What follows belongs to an exercise in optimizing a design on an open flow for small area; a production flow would make more cautious choices.
The RTL was checked by simulation tests, not by an equivalence proof against the original design.
Power and IR drop assume default switching activity.

--- flow/config.mk ---
export PLATFORM = sky130hd
export DESIGN_NAME = YUV_2xy_scaler
export DESIGN_NICKNAME = YUV_2xy_scaler
export VERILOG_FILES = /design/flow/design.v
export SDC_FILE = /design/flow/constraint.sdc
export NUM_CORES = 4
export LEC_CHECK = 0
export CAP_MARGIN = 20
export CORE_MARGIN = 2
export CORE_UTILIZATION = 40
export SLEW_MARGIN = 20
--- flow/constraint.sdc ---
create_clock -name core_clock -period 8.0 [get_ports {clk_in}]
set_input_delay 1.6000 -clock core_clock [delete_from_list [all_inputs] [get_ports {clk_in}]]
set_output_delay 1.6000 -clock core_clock [all_outputs]
set_load 0.01 [all_outputs]
--- flow/design.v ---
module yuv_line_ram #(
parameter DEPTH = 8
)
(
input  wire                  clk,
input  wire                  sh_e,      
input  wire                  sh_o,      
input  wire [23:0]           din,       
output wire [23:0]           head_e,
output wire [23:0]           head_o,
output wire [7:0]            next_ye    
);
reg [24*DEPTH-1:0] ce;
reg [24*DEPTH-1:0] co;
always @(posedge clk)
begin
    if (sh_e)
        ce <= {din, ce[24*DEPTH-1:24]};
    if (sh_o)
        co <= {din, co[24*DEPTH-1:24]};
end
assign head_e  = ce[23:0];
assign head_o  = co[23:0];
assign next_ye = ce[31:24];
endmodule
module YUV_2xy_scaler #(
parameter pix_per_clock     = 1,
parameter data_width        = 8,
parameter scaler_rate       = 2,
parameter out_pix_per_clock = 4,
parameter h_total           = 64,
parameter v_total           = 16
)
(
input wire clk_in                                   ,
input wire reset                                    ,
input wire[23:0] rdata                              ,
input wire rlast                                    ,
output reg rready                                   ,
input wire ruser                                    ,
input wire rvalid                                   ,
output reg[63:0] tdata                              ,
output reg tlast                                    ,
input wire tready                                   ,
output reg tuser                                    ,
output reg tvalid
);
always @ (posedge clk_in)
begin
    rready <= tready;
end
reg         rlast_pre   [2:0];
reg         ruser_pre   [2:0];
reg         rvalid_pre  [2:0];
always @ (posedge clk_in)
begin
    rlast_pre[0]    <= rlast;
    ruser_pre[0]    <= ruser;
    rvalid_pre[0]   <= rvalid;
    rlast_pre[1]    <= rlast_pre[0];
    ruser_pre[1]    <= ruser_pre[0];
    rvalid_pre[1]   <= rvalid_pre[0];
    rlast_pre[2]    <= rlast_pre[1];
    ruser_pre[2]    <= ruser_pre[1];
    rvalid_pre[2]   <= rvalid_pre[1];
end
reg         rst_in;
reg         rst_in_dly1;
reg         rst_in_dly2;
always @ (posedge clk_in or posedge reset)
begin
    if (reset)
        rst_in_dly1    <= 1'b1;
    else
        rst_in_dly1    <= 1'b0;
end
always @ (posedge clk_in)
begin
    rst_in_dly2    <= rst_in_dly1;
    rst_in         <= rst_in_dly2 || ruser;
end
reg             rlast_dly1;
reg             rlast_dly2;
reg             ruser_dly1;
reg             ruser_dly2;
reg[15:0]       v_cnt;
reg[5:0]        h_subcnt;
reg             h_subcnt_en;
reg             h_subcnt4_dly;
always @ (posedge clk_in)
begin
    rlast_dly1      <= rlast_pre[2];
    rlast_dly2      <= rlast_dly1;
    h_subcnt4_dly   <= h_subcnt[4];
    ruser_dly1      <= ruser_pre[2];
    ruser_dly2      <= ruser_dly1;
end
always @ (posedge clk_in)
begin
    if (rst_in)
        v_cnt   <= 16'd0;
    else if ({ruser_dly2,ruser_dly1} == 2'b10)
        v_cnt   <= 16'd0;
    else if ({h_subcnt4_dly,h_subcnt[4]} == 2'b01)
        v_cnt   <= v_cnt + 1'b1;
end
always @ (posedge clk_in)
begin
    if (rst_in)
        h_subcnt_en <= 1'd0;
    else if (h_subcnt[5])
        h_subcnt_en <= 1'b0;
    else if ({rlast_dly2,rlast_dly1} == 2'b01)
        h_subcnt_en <= 1'b1;
end
always @ (posedge clk_in)
begin
    if (rst_in)
        h_subcnt   <= 6'd0;
    else if (h_subcnt_en)
        h_subcnt   <= h_subcnt + 1'b1;
    else
        h_subcnt   <= 6'd0;
end
reg         rd_last;
reg         rd_last_dly1;
reg         rd_last_dly2;
reg[15:0]   rd_cnt;
reg[2:0]    bram_sw;
always @ (posedge clk_in)
begin
    if (rst_in)
        bram_sw <= 3'd0;
    else if ({h_subcnt4_dly,h_subcnt[4]} == 2'b01)
        case (v_cnt%3)
            0: bram_sw[0]   <= 1'b1;
            1: bram_sw[1]   <= 1'b1;
            2: bram_sw[2]   <= 1'b1;
            default: bram_sw    <= 3'd0;
        endcase
    else if ({rd_last_dly2,rd_last_dly1} == 2'b10)
        case (rd_cnt%6)
            1: bram_sw[0]   <= 1'b0;
            3: bram_sw[1]   <= 1'b0;
            5: bram_sw[2]   <= 1'b0;
            default: bram_sw    <= bram_sw;
        endcase
end
always @ (posedge clk_in)
begin
    if (rst_in)
        rd_cnt  <= 16'd0;
    else if (rd_cnt > (v_total << 1))
        rd_cnt  <= 16'd0;
    else if ({rd_last_dly2,rd_last_dly1} == 2'b10)
        rd_cnt  <= rd_cnt + 1'b1;
end
localparam  RD_IDLE         = 3'd0;
localparam  RD_READ0c       = 3'd1;
localparam  RD_READ1c       = 3'd2;
localparam  RD_READ2c       = 3'd3;
localparam  RD_READ0s       = 3'd4;
localparam  RD_READ1s       = 3'd5;
localparam  RD_READ2s       = 3'd6;
reg[2:0]    rd_state;
reg[2:0]    rd_state_dly;
wire        rd_end = ({rd_last_dly2,rd_last_dly1} == 2'b10);
always @ (posedge clk_in)
begin
    if (rst_in)
        rd_state    <= RD_IDLE;
    else
        case (rd_state)
            RD_IDLE :
                begin
                    if (rd_cnt == v_total << 1)
                        case (v_total%3)
                            0:  rd_state    <= RD_READ2s;
                            1:  rd_state    <= RD_READ0s;
                            2:  rd_state    <= RD_READ1s;
                            default: rd_state   <= RD_IDLE;
                        endcase
                    else if ({h_subcnt[5:4]} == 2'b10)
                        begin
                            case (bram_sw)
                                3'b001: rd_state    <= RD_READ0c;
                                3'b010: rd_state    <= RD_READ1c;
                                3'b100: rd_state    <= RD_READ2c;
                                default: rd_state   <= RD_IDLE;
                            endcase
                        end
                end
            RD_READ0c: if (rd_end) rd_state <= RD_READ0s;
            RD_READ1c: if (rd_end) rd_state <= RD_READ1s;
            RD_READ2c: if (rd_end) rd_state <= RD_READ2s;
            RD_READ0s: if (rd_end) rd_state <= RD_IDLE;
            RD_READ1s: if (rd_end) rd_state <= RD_IDLE;
            RD_READ2s: if (rd_end) rd_state <= RD_IDLE;
            default: rd_state   <= RD_IDLE;
        endcase
end
always @ (posedge clk_in)
begin
    rd_state_dly    <= rd_state;
end
reg[9:0]    r_addr;
reg         enb;
always @ (posedge clk_in)
begin
    if (rst_in)
        r_addr  <= 10'd0;
    else if (rd_state == RD_IDLE)
        r_addr  <= 10'd0;
    else if (rd_state_dly != rd_state)
        r_addr  <= 10'd0;
    else if (enb)
        r_addr  <= r_addr + 1'b1;
end
always @ (posedge clk_in)
begin
    if (rst_in)
        enb     <= 1'b0;
    else if (r_addr <= (h_total >> 1))
        enb     <= (rd_state != RD_IDLE) && (rd_state != 3'd7);
    else
        enb     <= 1'b0;
end
always @ (posedge clk_in)
begin
    if (rst_in)
        rd_last   <= 1'b0;
    else if (r_addr == (h_total >> 1))
        rd_last   <= 1'b1;
    else
        rd_last   <= 1'b0;
end
always @ (posedge clk_in)
begin
    rd_last_dly1    <= rd_last;
    rd_last_dly2    <= rd_last_dly1;
end
always @ (posedge clk_in)
begin
    if (rst_in)
        tuser   <= 1'b0;
    else if (rd_cnt == 16'd1 && r_addr == 16'd3)
        tuser   <= 1'b1;
    else
        tuser   <= 1'b0;
end
always @ (posedge clk_in)
begin
    if (rst_in)
        tlast   <= 1'b0;
    else if (rd_cnt >= 1'b1)
        tlast   <= rd_last_dly1;
    else
        tlast   <= 1'b0;
end
reg tvalid_pre;
always @ (posedge clk_in)
begin
    if (rst_in)
        tvalid_pre  <= 1'b0;
    else if (rd_cnt >= 16'd1 && r_addr >= 16'd2)
        tvalid_pre  <= enb;
    else
        tvalid_pre  <= 1'b0;
end
always @ (posedge clk_in)
begin
    tvalid  <= tvalid_pre;
end
reg[5:0]    wx;
always @ (posedge clk_in)
begin
    if (rst_in_dly2)
        wx  <= 6'd0;
    else if (rvalid)
        wx  <= wx + 1'b1;
end
reg         rs1, rs2, rsh;
reg[4:0]    rk;
always @ (posedge clk_in)
begin
    if (rst_in)
        begin
            rs1 <= 1'b0;
            rs2 <= 1'b0;
            rsh <= 1'b0;
        end
    else
        begin
            rs1 <= enb && (r_addr < 10'd32);
            rs2 <= rs1;
            rsh <= rs2;
        end
end
always @ (posedge clk_in)
begin
    if (rst_in)
        rk  <= 5'd0;
    else if (rsh)
        rk  <= rk + 1'b1;
end
wire interp = (rd_state_dly == RD_READ0c) || (rd_state_dly == RD_READ1c) ||
              (rd_state_dly == RD_READ2c);
wire[23:0]  qe [3:0];
wire[23:0]  qo [3:0];
wire[7:0]   qn [3:0];
genvar q;
generate
for (q = 0; q < 4; q = q + 1)
    begin : g_q
        wire rd_q = rsh && interp && (rk[4:3] == q);
        wire wr_q = rvalid && (wx[5:4] == q);
        yuv_line_ram #(.DEPTH(8)) u_q (
            .clk    (clk_in),
            .sh_e   (rd_q || (wr_q && !wx[0])),
            .sh_o   (rd_q || (wr_q &&  wx[0])),
            .din    (rdata),
            .head_e (qe[q]),
            .head_o (qo[q]),
            .next_ye(qn[q])
        );
    end
endgenerate
wire[1:0]   kq = rk[4:3];
wire[23:0]  xe = qe[kq];
wire[23:0]  xo = qo[kq];
wire[7:0]   xn = (rk[2:0] == 3'd7) ? qe[kq + 2'd1][7:0] : qn[kq];
reg[32*48-1:0] ych;
always @ (posedge clk_in)
begin
    if (rsh)
        ych <= {(interp ? {xo, xe} : ych[47:0]), ych[32*48-1:48]};
end
wire[23:0]  ye = ych[23:0];
wire[23:0]  yo = ych[47:24];
wire[7:0]   yn = ych[55:48];
function [63:0] pack;
    input [23:0] e;
    input [23:0] o;
    input [7:0]  n;
    input        last;
    reg [7:0] ye_i, yo_i;
    begin
        ye_i = (e[7:0] >> 1) + (o[7:0] >> 1);
        yo_i = last ? ye_i : (o[7:0] >> 1) + (n >> 1);
        pack = {o[23:16], yo_i, o[15:0], e[23:16], ye_i, e[15:0]};
    end
endfunction
wire        klast = (rk == 5'd31);
wire[63:0]  xw = pack(xe, xo, xn, klast);
wire[63:0]  yw = pack(ye, yo, yn, klast);
reg         rst_in_dly;
always @ (posedge clk_in)
begin
    rst_in_dly  <= rst_in;
end
wire        zero = rst_in || rst_in_dly || (rd_cnt == 16'd0) || (rd_cnt > (v_total << 1)) ||
                   (rd_state_dly == RD_IDLE) || (rd_state_dly == 3'd7);
always @ (posedge clk_in)
begin
    if (zero)
        tdata   <= 64'd0;
    else if (interp)
        tdata   <= (xw >> 1) + (yw >> 1);
    else
        tdata   <= yw;
end
endmodule
--- flow/run.sh ---
#!/bin/bash
# synth_recipe.tcl (not shown) runs the flow's synth.tcl, then flattens the netlist and writes it again
# the make line also repeats each setting of config.mk as NAME=value (left out here)
make -C /OpenROAD-flow-scripts/flow DESIGN_CONFIG=/design/flow/config.mk WORK_HOME=/design/flow/orfs CLKGATE_MAP_FILE= SYNTH_SCRIPT=/design/flow/synth_recipe.tcl finish
==> reports/results.ini <==
[final_layout]
multi_input_comb_area_sq_um = 14200
post_route_cells_drive_above_1_share_pct = 13.8
syn2layout_area_growth_pct = 16.0
seq_area_sq_um = 95500
layout_common_cells = sky130_fd_sc_hd__edfxtp_1 (3072), sky130_fd_sc_hd__nand2_1 (337), sky130_fd_sc_hd__clkbuf_16 (331)
layout.cells.most_common = sky130_fd_sc_hd__edfxtp_1
final_net_count = 5976
fill_count = 22525

[power]
share_clk_of_total_power_pct = 43.3
internal_power_mw = 27.3
ir_drop_uv = 187
power.switching_mw = 6.55
power.density_cell_area_nw_per_um2 = 266
p_leak_nw = 35.8
power.share.switching_pct = 19.3
fin_total_pwr_mw = 33.9
combPwrFrac_pct = 2.2
share_seq_of_total_power_pct = 54.5

[worst_setup_path]
critPathLaunchType = flip-flop
worst-setup-path-type = flip-flop to flip-flop
reg2regPathDepth = 35
timing.critical_path.slowest_cell_delay_ps = 350
cp_slowest_cell = sky130_fd_sc_hd__o31ai_2
critPathCaptureType = flip-flop
data_arrival_time_at_the_worst_slack_endpoint_ps = 8390
timing.critical_path.mode_cell = sky130_fd_sc_hd__buf_4
worstPathMaxFanout = 7
critPathRequiredTime_ps = 8720

[floorplanning]
dieWidth_um = 528
io-pin-count = 98
initial_utilization_pct = 40.2
height_of_the_die_um = 528
design.die.area_sq_um = 279000
fp-row-count = 192
core_area_sq_um = 273000

[timing]
fin_ws_ps = 325
timing_worst_slew_pin_value_ps = 1150
report.final.hold_viol_count = 0
timing.final.crit_period_ps = 7670
max_freq_mhz = 130
post-route-period-util_pct = 95.9
finalSetupViolCount = 0
final.setup.tns_ps = 0
final.setup_skew_ps = 86.0
slew_viol_final = 0
timing.slew.headroom_pct = 23.1

[cts]
clk_pin_slew_worst_paths_ps = 80
cts-htree-levels = 5
clockRootBuffer = sky130_fd_sc_hd__clkbuf_16
cts_num_sinks = 3232
clkLatencyLatePin_ps = 880
tritoncts = built
number_of_clock_buffers_inserted_by_tritoncts = 323
clock_path_buffers = 4

[routing]
first_pass_iters = 5
detail-route-antenna-nets = 0
drt_wl_total_um = 183000
drc_markers = 0
routed-via-count = 47202
dr.first_iter.drc_count = 3888
wire_per_inst_um = 19.0
routed_via_density = 4.88

[synth]
yosysSeqAreaShare_pct = 87.0
synth_top_area_share_pct = 84.0
synth_edf_count = 3072
synthTopCellsByArea = sky130_fd_sc_hd__edfxtp_1 (84%), sky130_fd_sc_hd__dfxtp_1 (2.9%), sky130_fd_sc_hd__mux4_2 (1.3%), sky130_fd_sc_hd__ha_1 (1.3%), sky130_fd_sc_hd__nand2_1 (1.2%)
synth-main-ff-cell = sky130_fd_sc_hd__edfxtp_1
synth.distinct_cells = 121
avgSynthCellArea_sq_um = 20.4
yosys_register_bits = 3232
ys.warnings.count = 8
synthesis.area_sq_um = 110000
synth_cells = 5371
async_flop_share_pct = 0.0309
synth_top_area_cell = sky130_fd_sc_hd__edfxtp_1

[grt]
wire_length_of_the_first_global_routing_pass_um = 278000
maximum_number_of_pins_on_one_net_before_global_route_repair = 231
number_of_antenna_violations_at_the_first_check_in_global_routing = 12
groute.usage.overall_pct = 12.8
grt_overflow_total = 0
first_global_vias = 46312

[placement]
gp_congestion = 0.835
dp_slack_ps = -398
detailed_place_hpwl_um = 105000
placement.io_buffers = 97

[flow_run]
maxCapViolCount = 0

[run_status]
run_status = no timing/DRC/antenna violations

[min_path]
hold_path_class = flip-flop to flip-flop
worstHoldPathCells = 0

-- logic make-up (layout without fill, tap and decap cells) --
family / after synthesis / count (layout) / synth area share, %
flops: 3232 / 3232 / 87.0
fa+ha+maj: 117 / 117 / 1.36
xor+xnor: 157 / 157 / 1.26
other cells: 1 / 14 / 0.00342
compound gates: 664 / 665 / 4.14
buf+inv: 202 / 907 / 0.712
simple gates: 894 / 894 / 3.87
mux: 104 / 104 / 1.70
-- state kept, by name, indices dropped and copies added, names as in the netlist, 3 cells and up --
signal	cells
bram_sw	3
g_q.u_q.ce	768
g_q.u_q.co	768
h_subcnt	6
r_addr	10
rd_cnt	16
rd_state	3
rd_state_dly	3
rk	5
rlast_pre	3
ruser_pre	3
tdata	64
v_cnt	16
wx	6
ych	1536
-- layout make-up --
cell class,instances,share of cell area [%]
Clock inverter,179,1.43
Clock buffer,402,6.77
Multi-Input combinational cell,1948,11.2
Sequential cell,3232,75.0
Antenna cell,3,0.00590
Inverter,71,0.209
Tap cell,3589,3.53
Timing Repair Buffer,255,1.87
-- per-layer routing --
layer  global-route usage, %  wire length (um)
met4                    5.12              6630
met5                       0                50
met1                    18.7             87300
met2                    19.1             81300
met3                    2.39              8230
-- critical path, delay by kind of cell, from the launching register on --
kind	cells	cell delay [ps]
buf+inv	6	1030
xor+xnor	1	210
simple gates	7	1260
mux	1	330
compound gates	17	3690
fa+ha+maj	3	720
flops	1	340
-- repair_timing --
action / 4_1_cts / 5_1_grt
gates cloned: 0 / 1
setup buffers: 7 / 31
gates resized for setup: 21 / 84
setup endpoints to repair: 4 / 9
pin swaps: 7 / 43
hold buffers: 0 / 0
-- Yosys cell counts, types with 7 or more instances --
cell and n:
sky130_fd_sc_hd__a2111oi_0 9, sky130_fd_sc_hd__a211o_1 7, sky130_fd_sc_hd__a211oi_1 34, sky130_fd_sc_hd__a21o_1 43, sky130_fd_sc_hd__a21oi_1 196, sky130_fd_sc_hd__a22oi_1 10
sky130_fd_sc_hd__a31oi_1 23, sky130_fd_sc_hd__and2_1 25, sky130_fd_sc_hd__and3_1 24, sky130_fd_sc_hd__buf_1 13, sky130_fd_sc_hd__buf_2 7, sky130_fd_sc_hd__clkbuf_1 108
sky130_fd_sc_hd__clkinv_1 7, sky130_fd_sc_hd__dfxtp_1 159, sky130_fd_sc_hd__edfxtp_1 3072, sky130_fd_sc_hd__ha_1 110, sky130_fd_sc_hd__inv_1 63, sky130_fd_sc_hd__mux2_2 17
sky130_fd_sc_hd__mux2i_1 21, sky130_fd_sc_hd__mux4_2 63, sky130_fd_sc_hd__nand2_1 338, sky130_fd_sc_hd__nand2b_1 28, sky130_fd_sc_hd__nand3_1 65, sky130_fd_sc_hd__nand4_1 32
sky130_fd_sc_hd__nor2_1 202, sky130_fd_sc_hd__nor2b_1 19, sky130_fd_sc_hd__nor3_1 55, sky130_fd_sc_hd__nor3b_1 9, sky130_fd_sc_hd__nor4_1 16, sky130_fd_sc_hd__o2111ai_1 8
sky130_fd_sc_hd__o211a_1 10, sky130_fd_sc_hd__o211ai_1 24, sky130_fd_sc_hd__o21a_1 19, sky130_fd_sc_hd__o21ai_0 108, sky130_fd_sc_hd__o21ai_1 10, sky130_fd_sc_hd__o21bai_1 23
sky130_fd_sc_hd__o22ai_1 14, sky130_fd_sc_hd__o31a_1 11, sky130_fd_sc_hd__o31ai_1 15, sky130_fd_sc_hd__or2_2 12, sky130_fd_sc_hd__or3_1 22, sky130_fd_sc_hd__xnor2_1 110
sky130_fd_sc_hd__xor2_1 46
-- worst paths after layout --
| kind | startpoint | end | slack, ps |
|---|---|---|---|
| max in group asynchronous | reset | rst_in_dly1$_DFF_PP1_ | 6880 |
| worst max-delay path | v_cnt[15]$_SDFFE_PP0P_ | bram_sw[2]$_SDFFE_PP0P_ | 330 |
| worst max register to register | v_cnt[15]$_SDFFE_PP0P_ | bram_sw[2]$_SDFFE_PP0P_ | 330 |
| worst min register to register | tvalid_pre$_SDFF_PP0_ | tvalid$_DFF_P_ | 320 |
| worst min-delay path | tvalid_pre$_SDFF_PP0_ | tvalid$_DFF_P_ | 320 |
| min in group asynchronous | reset | rst_in_dly1$_DFF_PP1_ | 1100 |
-- through the flow --
step | std cells | hold slack (ps) | instance area (sq um) | utilization, %
after floorplan | 5381 | 310 | 110000 | -
after global placement | 9054 | 310 | 116000 | 42.4
after detailed placement | 9054 | 312 | 116000 | 42.4
after CTS | 9642 | 325 | 127000 | 46.3
after global routing | 9676 | 323 | 127000 | 46.6
final | 9679 | 319 | 127000 | 46.6
-- power by group through the flow --
stage	sequential, mW	combinational [mW]	clock (mW)
2_1_floorplan	18.8	0.495	0
4_1_cts	18.5	0.727	15.2
6_report	18.5	0.748	14.7
3_3_place_gp	18.8	0.711	0
5_1_grt	18.5	0.824	15.8
3_5_place_dp	18.8	0.722	0

port drivers added, routing unchanged:
How much do the figures lean on ideal ports? The routed layout below was timed once more, with nothing changed but the port constraints. Step 1, drivers: a clkbuf_16 drives clk_in and a buf_2 each remaining input, both assumed. Step 2 times the ports against the registers' clock, not the clock port: input delays grow and output delays shrink by t, the midpoint of the rising clock arrivals with the driver on. a / b / c = no drivers / after step 1 / after step 2; a / b = the first two.
t (ns): 0.933
setup WS [ns]: 0.325 / 0.325 / 0.325
worst setup path at the end: register to register
After both steps setup and hold are still met in this run. For this run, drivers alone change the setup slack by 0.000 ns; drivers and shift together by 0.000 ns.
